Background: an optimization exercise with open tools, aiming at small area and a short achievable clock period. Do not read the settings as production practice. Where RTL was checked, it was by simulation tests only, not by an equivalence proof against the original. Power and IR drop assume default switching activity.

Design fp64_add, start of the top module:
module fp64_add(input clk, input [63:0] a, input [63:0] b, output reg [63:0] s);
==> flow/config.mk <==
export PLATFORM = sky130hd
export DESIGN_NAME = fp64_add
export DESIGN_NICKNAME = fp64_add
export VERILOG_FILES = /design/flow/design.v
export SDC_FILE = /design/flow/constraint.sdc
export NUM_CORES = 4
export LEC_CHECK = 0
export CAP_MARGIN = 20
export CORE_MARGIN = 2
export CORE_UTILIZATION = 25
export SLEW_MARGIN = 20
==> flow/constraint.sdc <==
create_clock -name core_clock -period 30.0 [get_ports {clk}]
set_input_delay 6.0000 -clock core_clock [delete_from_list [all_inputs] [get_ports {clk}]]
set_output_delay 6.0000 -clock core_clock [all_outputs]
set_load 0.01 [all_outputs]
standard.sh (not shown) runs the stock make flow with config.mk's settings and CLKGATE_MAP_FILE= SYNTH_SCRIPT=/design/flow/synth_recipe.tcl, a recipe that flattens the netlist after the stock synthesis.
==> flow/flow/run.sh <==
#!/bin/bash
# Layout flow: the standard flow with an area-oriented ABC mapping script
# (flow/abc.script replaces ORFS's abc_speed.script; registers unchanged),
# plain buffers on the ports, a denser floorplan, and timing repair that
# aims for setup slack of 23 ns at the design's clock.
set -euo pipefail
cp -r "$FLOW_HOME/scripts" scripts_mod
cp flow/abc.script scripts_mod/abc_speed.script
bash standard.sh SCRIPTS_DIR="$PWD/scripts_mod" \
  "BUFFER_PORTS_ARGS=-buffer_cell sky130_fd_sc_hd__buf_1" \
  CORE_UTILIZATION=50 SETUP_SLACK_MARGIN=23 finish > standard.log 2>&1
==> flow/flow/abc.script <==
strash
dch
map -a
topo
stime -c
The first run finished with max-capacitance violations, max-slew violations left.
Change:
--- a/flow/flow/run.sh
+++ b/flow/flow/run.sh
@@ -5 +5 @@
-# aims for setup slack of 23 ns at the design's clock.
+# aims for setup slack of 22 ns at the design's clock.
@@ -11 +11 @@
-  CORE_UTILIZATION=50 SETUP_SLACK_MARGIN=23 finish > standard.log 2>&1
+  CORE_UTILIZATION=50 SETUP_SLACK_MARGIN=22 finish > standard.log 2>&1
This time the run went through all stages and came out clean. Worst setup slack is better by 0.65 ns. Global-route usage falls by 5.8 points. Design area falls by 18%. First-iteration DRC count falls by 32%. Synthesized area stays the same. Count of clock-buffer cells in the layout rises by 1. Fmax rises by 7.9%. Total power falls by 28%. Register-to-register slack is better by 0.92 ns. Via count falls by 13%. Worst hold slack is worse by 0.016 ns.
No functional check of the RTL was part of any run of this note.

========
The RTL this note starts from:
==> flow/design.v <==
module lzc54(input [53:0] x, output [5:0] n);
    wire [63:0] v = {x, 10'h3ff};    
    wire [31:0] z1;        
    wire [31:0] c1;        
    genvar i;
    generate
        for (i = 0; i < 32; i = i + 1) begin : l1
            assign z1[i] = ~(v[2*i+1] | v[2*i]);
            assign c1[i] = ~v[2*i+1];
        end
    endgenerate
    wire [15:0] z2; wire [31:0] c2;
    generate
        for (i = 0; i < 16; i = i + 1) begin : l2
            assign z2[i] = z1[2*i+1] & z1[2*i];
            assign c2[2*i+1:2*i] = z1[2*i+1] ? {1'b1, c1[2*i]} : {1'b0, c1[2*i+1]};
        end
    endgenerate
    wire [7:0] z3; wire [23:0] c3;
    generate
        for (i = 0; i < 8; i = i + 1) begin : l3
            assign z3[i] = z2[2*i+1] & z2[2*i];
            assign c3[3*i+2:3*i] = z2[2*i+1] ? {1'b1, c2[4*i+1:4*i]} : {1'b0, c2[4*i+3:4*i+2]};
        end
    endgenerate
    wire [3:0] z4; wire [15:0] c4;
    generate
        for (i = 0; i < 4; i = i + 1) begin : l4
            assign z4[i] = z3[2*i+1] & z3[2*i];
            assign c4[4*i+3:4*i] = z3[2*i+1] ? {1'b1, c3[6*i+2:6*i]} : {1'b0, c3[6*i+5:6*i+3]};
        end
    endgenerate
    wire [1:0] z5; wire [9:0] c5;
    generate
        for (i = 0; i < 2; i = i + 1) begin : l5
            assign z5[i] = z4[2*i+1] & z4[2*i];
            assign c5[5*i+4:5*i] = z4[2*i+1] ? {1'b1, c4[8*i+3:8*i]} : {1'b0, c4[8*i+7:8*i+4]};
        end
    endgenerate
    assign n = z5[1] ? {1'b1, c5[4:0]} : {1'b0, c5[9:5]};
endmodule
module pfx_add #(parameter N = 54, parameter KIND = 0) (input [N-1:0] x, input [N-1:0] y, input cin, output [N-1:0] s);
    localparam L = (N > 32) ? 6 : (N > 16) ? 5 : (N > 8) ? 4 : 3;   
    wire [N-1:0] g0 = x & y;
    wire [N-1:0] p0 = x ^ y;
    wire [N-1:0] G [0:L];
    wire [N-1:0] P [0:L];
    assign G[0] = {g0[N-1:1], g0[0] | (p0[0] & cin)};
    assign P[0] = p0;
    genvar l, i;
    generate
        if (KIND == 0) begin : sk   
            for (l = 0; l < L; l = l + 1) begin : lv
                for (i = 0; i < N; i = i + 1) begin : b
                    if ((i >> l) & 1) begin
                        localparam integer j = ((i >> l) << l) - 1;
                        assign G[l+1][i] = G[l][i] | (P[l][i] & G[l][j]);
                        assign P[l+1][i] = P[l][i] & P[l][j];
                    end else begin
                        assign G[l+1][i] = G[l][i];
                        assign P[l+1][i] = P[l][i];
                    end
                end
            end
        end else begin : ks   
            for (l = 0; l < L; l = l + 1) begin : lv
                for (i = 0; i < N; i = i + 1) begin : b
                    if (i >= (1 << l)) begin
                        assign G[l+1][i] = G[l][i] | (P[l][i] & G[l][i - (1 << l)]);
                        assign P[l+1][i] = P[l][i] & P[l][i - (1 << l)];
                    end else begin
                        assign G[l+1][i] = G[l][i];
                        assign P[l+1][i] = P[l][i];
                    end
                end
            end
        end
    endgenerate
    wire [N-1:0] c = {G[L][N-2:0], cin};
    assign s = p0 ^ c;
endmodule
module sigadd(input [53:0] x, input [53:0] y, input cin, output [53:0] sum);
    pfx_add #(.N(54), .KIND(0)) u_pfx(.x(x), .y(y), .cin(cin), .s(sum));
endmodule
module magcmp52(input [51:0] a, input [51:0] b, output gt);
    wire [63:0] g0 = {12'd0, b & ~a};
    wire [63:0] e0 = {12'hfff, ~(a ^ b)};
    wire [31:0] g1, e1;
    wire [15:0] g2, e2;
    wire [7:0]  g3, e3;
    wire [3:0]  g4, e4;
    wire [1:0]  g5, e5;
    genvar i;
    generate
        for (i = 0; i < 32; i = i + 1) begin : l1
            assign g1[i] = g0[2*i+1] | (e0[2*i+1] & g0[2*i]);
            assign e1[i] = e0[2*i+1] & e0[2*i];
        end
        for (i = 0; i < 16; i = i + 1) begin : l2
            assign g2[i] = g1[2*i+1] | (e1[2*i+1] & g1[2*i]);
            assign e2[i] = e1[2*i+1] & e1[2*i];
        end
        for (i = 0; i < 8; i = i + 1) begin : l3
            assign g3[i] = g2[2*i+1] | (e2[2*i+1] & g2[2*i]);
            assign e3[i] = e2[2*i+1] & e2[2*i];
        end
        for (i = 0; i < 4; i = i + 1) begin : l4
            assign g4[i] = g3[2*i+1] | (e3[2*i+1] & g3[2*i]);
            assign e4[i] = e3[2*i+1] & e3[2*i];
        end
        for (i = 0; i < 2; i = i + 1) begin : l5
            assign g5[i] = g4[2*i+1] | (e4[2*i+1] & g4[2*i]);
            assign e5[i] = e4[2*i+1] & e4[2*i];
        end
    endgenerate
    assign gt = g5[1] | (e5[1] & g5[0]);
endmodule
module dfa_pre(
    input  [63:0] a, input [63:0] b,
    output        sx,         
    output [10:0] ex,         
    output [51:0] mx,         
    output [52:0] ty,         
    output [5:0]  dsh,        
    output        big,        
    output        sub,        
    output        tie,        
    output        hz,         
    output        lzero       
);
    wire [10:0] ea = a[62:52], eb = b[62:52];
    wire [11:0] dab, dba;
    pfx_add #(.N(12), .KIND(0)) u_dab(.x({1'b0, ea}), .y({1'b1, ~eb}), .cin(1'b1), .s(dab));
    pfx_add #(.N(12), .KIND(0)) u_dba(.x({1'b0, eb}), .y({1'b1, ~ea}), .cin(1'b1), .s(dba));
    wire        swe = dab[11];                  
    wire [10:0] d   = swe ? dba[10:0] : dab[10:0];
    wire        mgt;                            
    magcmp52 u_cmp(.a(a[51:0]), .b(b[51:0]), .gt(mgt));
    assign      tie = (ea == eb) & mgt;
    wire        az = ~|a[62:0], bz = ~|b[62:0];
    assign      hz  = az & bz;
    assign      sx  = swe ? b[63] : a[63];
    assign ex   = swe ? eb : ea;
    assign mx   = swe ? b[51:0] : a[51:0];
    assign ty   = swe ? {|ea, a[51:0]} : {|eb, b[51:0]};
    assign dsh  = d[5:0];
    assign big  = |d[10:6];
    assign sub  = a[63] ^ b[63];
    assign lzero = az | bz;
endmodule
module dfa_post(
    input         sx, input [10:0] ex, input [51:0] mx, input [52:0] ty,
    input  [5:0]  dsh, input big, input sub, input tie, input hz, input lzero,
    output [52:0] p,          
    output [1:0]  k,          
    output [11:0] se,         
    output        inf         
);
    wire        invx = sub & tie;               
    wire        invy = sub & ~tie;              
    wire        s1 = sx ^ (sub & (tie | hz));
    assign      inf = &ex;                      
    wire [52:0] tx = {|ex, mx};
    wire [52:0] t3 = ty >> (dsh | {6{big}});     
    wire [53:0] sum;
    sigadd u_add(.x({invx, tx ^ {53{invx}}}), .y({invy, t3 ^ {53{invy}}}), .cin(sub), .sum(sum));
    wire [5:0]  sh;
    lzc54 u_lzc(.x({sum[53], sum[52] | lzero, sum[51:0]}), .n(sh));
    wire        zres = sh[5] & sh[4] & sh[2] & sh[1];    
    wire [53:0] nrm4 = sum << {sh[5:2], 2'b00};
    assign      p = nrm4[52:0];
    assign      k = sh[1:0];
    wire [10:0] e1p = ex + 11'd1;
    wire [4:0]  eh1 = e1p[10:6] - 5'd1;
    wire [6:0]  el  = {1'b0, e1p[5:0]} - {1'b0, sh};
    wire [10:0] e   = {el[6] ? eh1 : e1p[10:6], el[5:0]};
    assign se[11]   = ~inf & ~zres & s1;
    assign se[10:0] = inf ? 11'h7ff : (zres ? 11'd0 : e);
endmodule
module dfa_out(input [52:0] p, input [1:0] k, input inf, output [51:0] m);
    wire [52:0] q = p << k;
    assign m = {52{inf}} | q[52:1];
endmodule
module fp64_add(input clk, input [63:0] a, input [63:0] b, output [63:0] s);
    wire        sx_d, big_d, sub_d, tie_d, hz_d, lzero_d;
    wire [10:0] ex_d;
    wire [51:0] mx_d;
    wire [52:0] ty_d;
    wire [5:0]  dsh_d;
    reg         sx_q, big_q, sub_q, tie_q, hz_q, lzero_q;
    reg  [10:0] ex_q;
    reg  [51:0] mx_q;
    reg  [52:0] ty_q;
    reg  [5:0]  dsh_q;
    wire [52:0] p_d;
    wire [1:0]  k_d;
    wire [11:0] se_d;
    wire        inf_d;
    reg  [52:0] p_q;
    reg  [1:0]  k_q;
    reg  [11:0] se_q;
    reg         inf_q;
    dfa_pre  u_pre(.a(a), .b(b), .sx(sx_d), .ex(ex_d), .mx(mx_d), .ty(ty_d), .dsh(dsh_d), .big(big_d),
                   .sub(sub_d), .tie(tie_d), .hz(hz_d), .lzero(lzero_d));
    dfa_post u_post(.sx(sx_q), .ex(ex_q), .mx(mx_q), .ty(ty_q), .dsh(dsh_q), .big(big_q), .sub(sub_q),
                    .tie(tie_q), .hz(hz_q), .lzero(lzero_q), .p(p_d), .k(k_d), .se(se_d), .inf(inf_d));
    dfa_out  u_out(.p(p_q), .k(k_q), .inf(inf_q), .m(s[51:0]));
    assign s[63:52] = se_q;
    always @(posedge clk) begin
        sx_q    <= sx_d;
        ex_q    <= ex_d;
        mx_q    <= mx_d;
        ty_q    <= ty_d;
        dsh_q   <= dsh_d;
        big_q   <= big_d;
        sub_q   <= sub_d;
        tie_q   <= tie_d;
        hz_q    <= hz_d;
        lzero_q <= lzero_d;
        p_q     <= p_d;
        k_q     <= k_d;
        se_q    <= se_d;
        inf_q   <= inf_d;
    end
endmodule
export LEC_CHECK = 0
export CAP_MARGIN = 20
export CORE_MARGIN = 2
export CORE_UTILIZATION = 25
export SLEW_MARGIN = 20
create_clock -name core_clock -period 30.0 [get_ports {clk}]
==> flow/flow/run.sh <==
#!/bin/bash
# Layout flow: the standard flow with an area-oriented ABC mapping script
# (flow/abc.script replaces ORFS's abc_speed.script; registers unchanged),
# plain buffers on the ports, a denser floorplan, and timing repair that
# aims for setup slack of 21.5 ns at the design's clock.
set -euo pipefail
cp -r "$FLOW_HOME/scripts" scripts_mod
cp flow/abc.script scripts_mod/abc_speed.script
bash standard.sh SCRIPTS_DIR="$PWD/scripts_mod" \
  "BUFFER_PORTS_ARGS=-buffer_cell sky130_fd_sc_hd__buf_1" \
  CORE_UTILIZATION=45 SETUP_SLACK_MARGIN=21.5 CTS_BUF_LIST=sky130_fd_sc_hd__clkbuf_8 ADDER_MAP_FILE= finish > standard.log 2>&1
==> flow/flow/abc.script <==
strash
dc2
dch
map -a
topo
stime -c
The starting point ran to the end with violations: max-capacitance violations, max-slew violations.
Edit:
--- a/flow/flow/run.sh
+++ b/flow/flow/run.sh
@@ -9,3 +9,3 @@
 bash standard.sh SCRIPTS_DIR="$PWD/scripts_mod" \
   "BUFFER_PORTS_ARGS=-buffer_cell sky130_fd_sc_hd__buf_1" \
-  CORE_UTILIZATION=45 SETUP_SLACK_MARGIN=21.5 CTS_BUF_LIST=sky130_fd_sc_hd__clkbuf_8 ADDER_MAP_FILE= finish > standard.log 2>&1
+  CORE_UTILIZATION=55 SETUP_SLACK_MARGIN=21.5 CTS_BUF_LIST=sky130_fd_sc_hd__clkbuf_8 ADDER_MAP_FILE= finish > standard.log 2>&1
==> flow/flow/abc.script (replaced) <==
strash
dch
map -a
topo
stime -c
What happened: The new run completed with no timing, DRC or antenna violations; first-iteration DRC count fell by roughly a tenth; flip-flop and latch count does not change; synthesized area rose by a few percent; wire length fell by a quarter to a third; via count fell by roughly a tenth; non-clock buffer count fell by 360; global-route usage fell by 2.7 points; combinational power fell by well over a third; clock power fell by a little under a tenth; count of clock-buffer cells in the layout is unchanged; setup slack improves by 5.2 ns.
Edit:
==> flow/flow/run.sh (replaced) <==
#!/bin/bash
# Layout flow: the standard flow with an area-oriented ABC mapping script
# (flow/abc.script replaces ORFS's abc_speed.script; registers unchanged),
# plain buffers on the ports, a denser floorplan, and timing repair that
# aims for setup slack of 22 ns at the design's clock.
set -euo pipefail
cp -r "$FLOW_HOME/scripts" scripts_mod
cp flow/abc.script scripts_mod/abc_speed.script
bash standard.sh SCRIPTS_DIR="$PWD/scripts_mod" \
  "BUFFER_PORTS_ARGS=-buffer_cell sky130_fd_sc_hd__buf_1" \
  CORE_UTILIZATION=45 SETUP_SLACK_MARGIN=22 ADDER_MAP_FILE= finish > standard.log 2>&1
Outcome: Fmax increases by 2.0%; final cell count increases by 2.9%; cell area increases by 5.4%; die area increases by 22%; worst hold slack improved by 0.018 ns; sequential power barely changes; utilization decreases by 9.2 points; combinational power increases by 5.2%.

static timing again, ports no longer ideal:
The results above use ideal ports. As a check the final layouts listed here were re-extracted and re-timed, cells and wires unchanged.
Step 1 sets driving cells, clkbuf_16 on the clock port and buf_2 on the other inputs (assumed; they add their load-dependent delay and slew).
Step 2 moves the port delays by t, midway between the first and last clock arrival at a register: inputs arrive t later, outputs are due t later. That takes back most of the time a late clock gives input paths.
Slacks: ideal / step 1 / step 2; pairs: ideal / step 1.
run	shift t [ns]	setup slack, ns	clock arrival spread, ns	pins driven straight from the clock port
the first run of note 1	0.529	21.157 / 21.157 / 21.157	0.022 / 0.022	1
the second run of note 1	0.518	21.808 / 21.818 / 21.300	0.015 / 0.015	1
the first run of note 2	0.602	16.351 / 16.351 / 16.351	0.019 / 0.018	1
the second run of note 2	0.569	21.599 / 21.629 / 21.061	0.021 / 0.021	1
the third run of note 2	0.520	21.766 / 21.759 / 21.239	0.011 / 0.011	1
For the second run of note 2, which loses most, drivers alone change the setup slack by +0.030 ns; drivers and shift together by -0.538 ns.
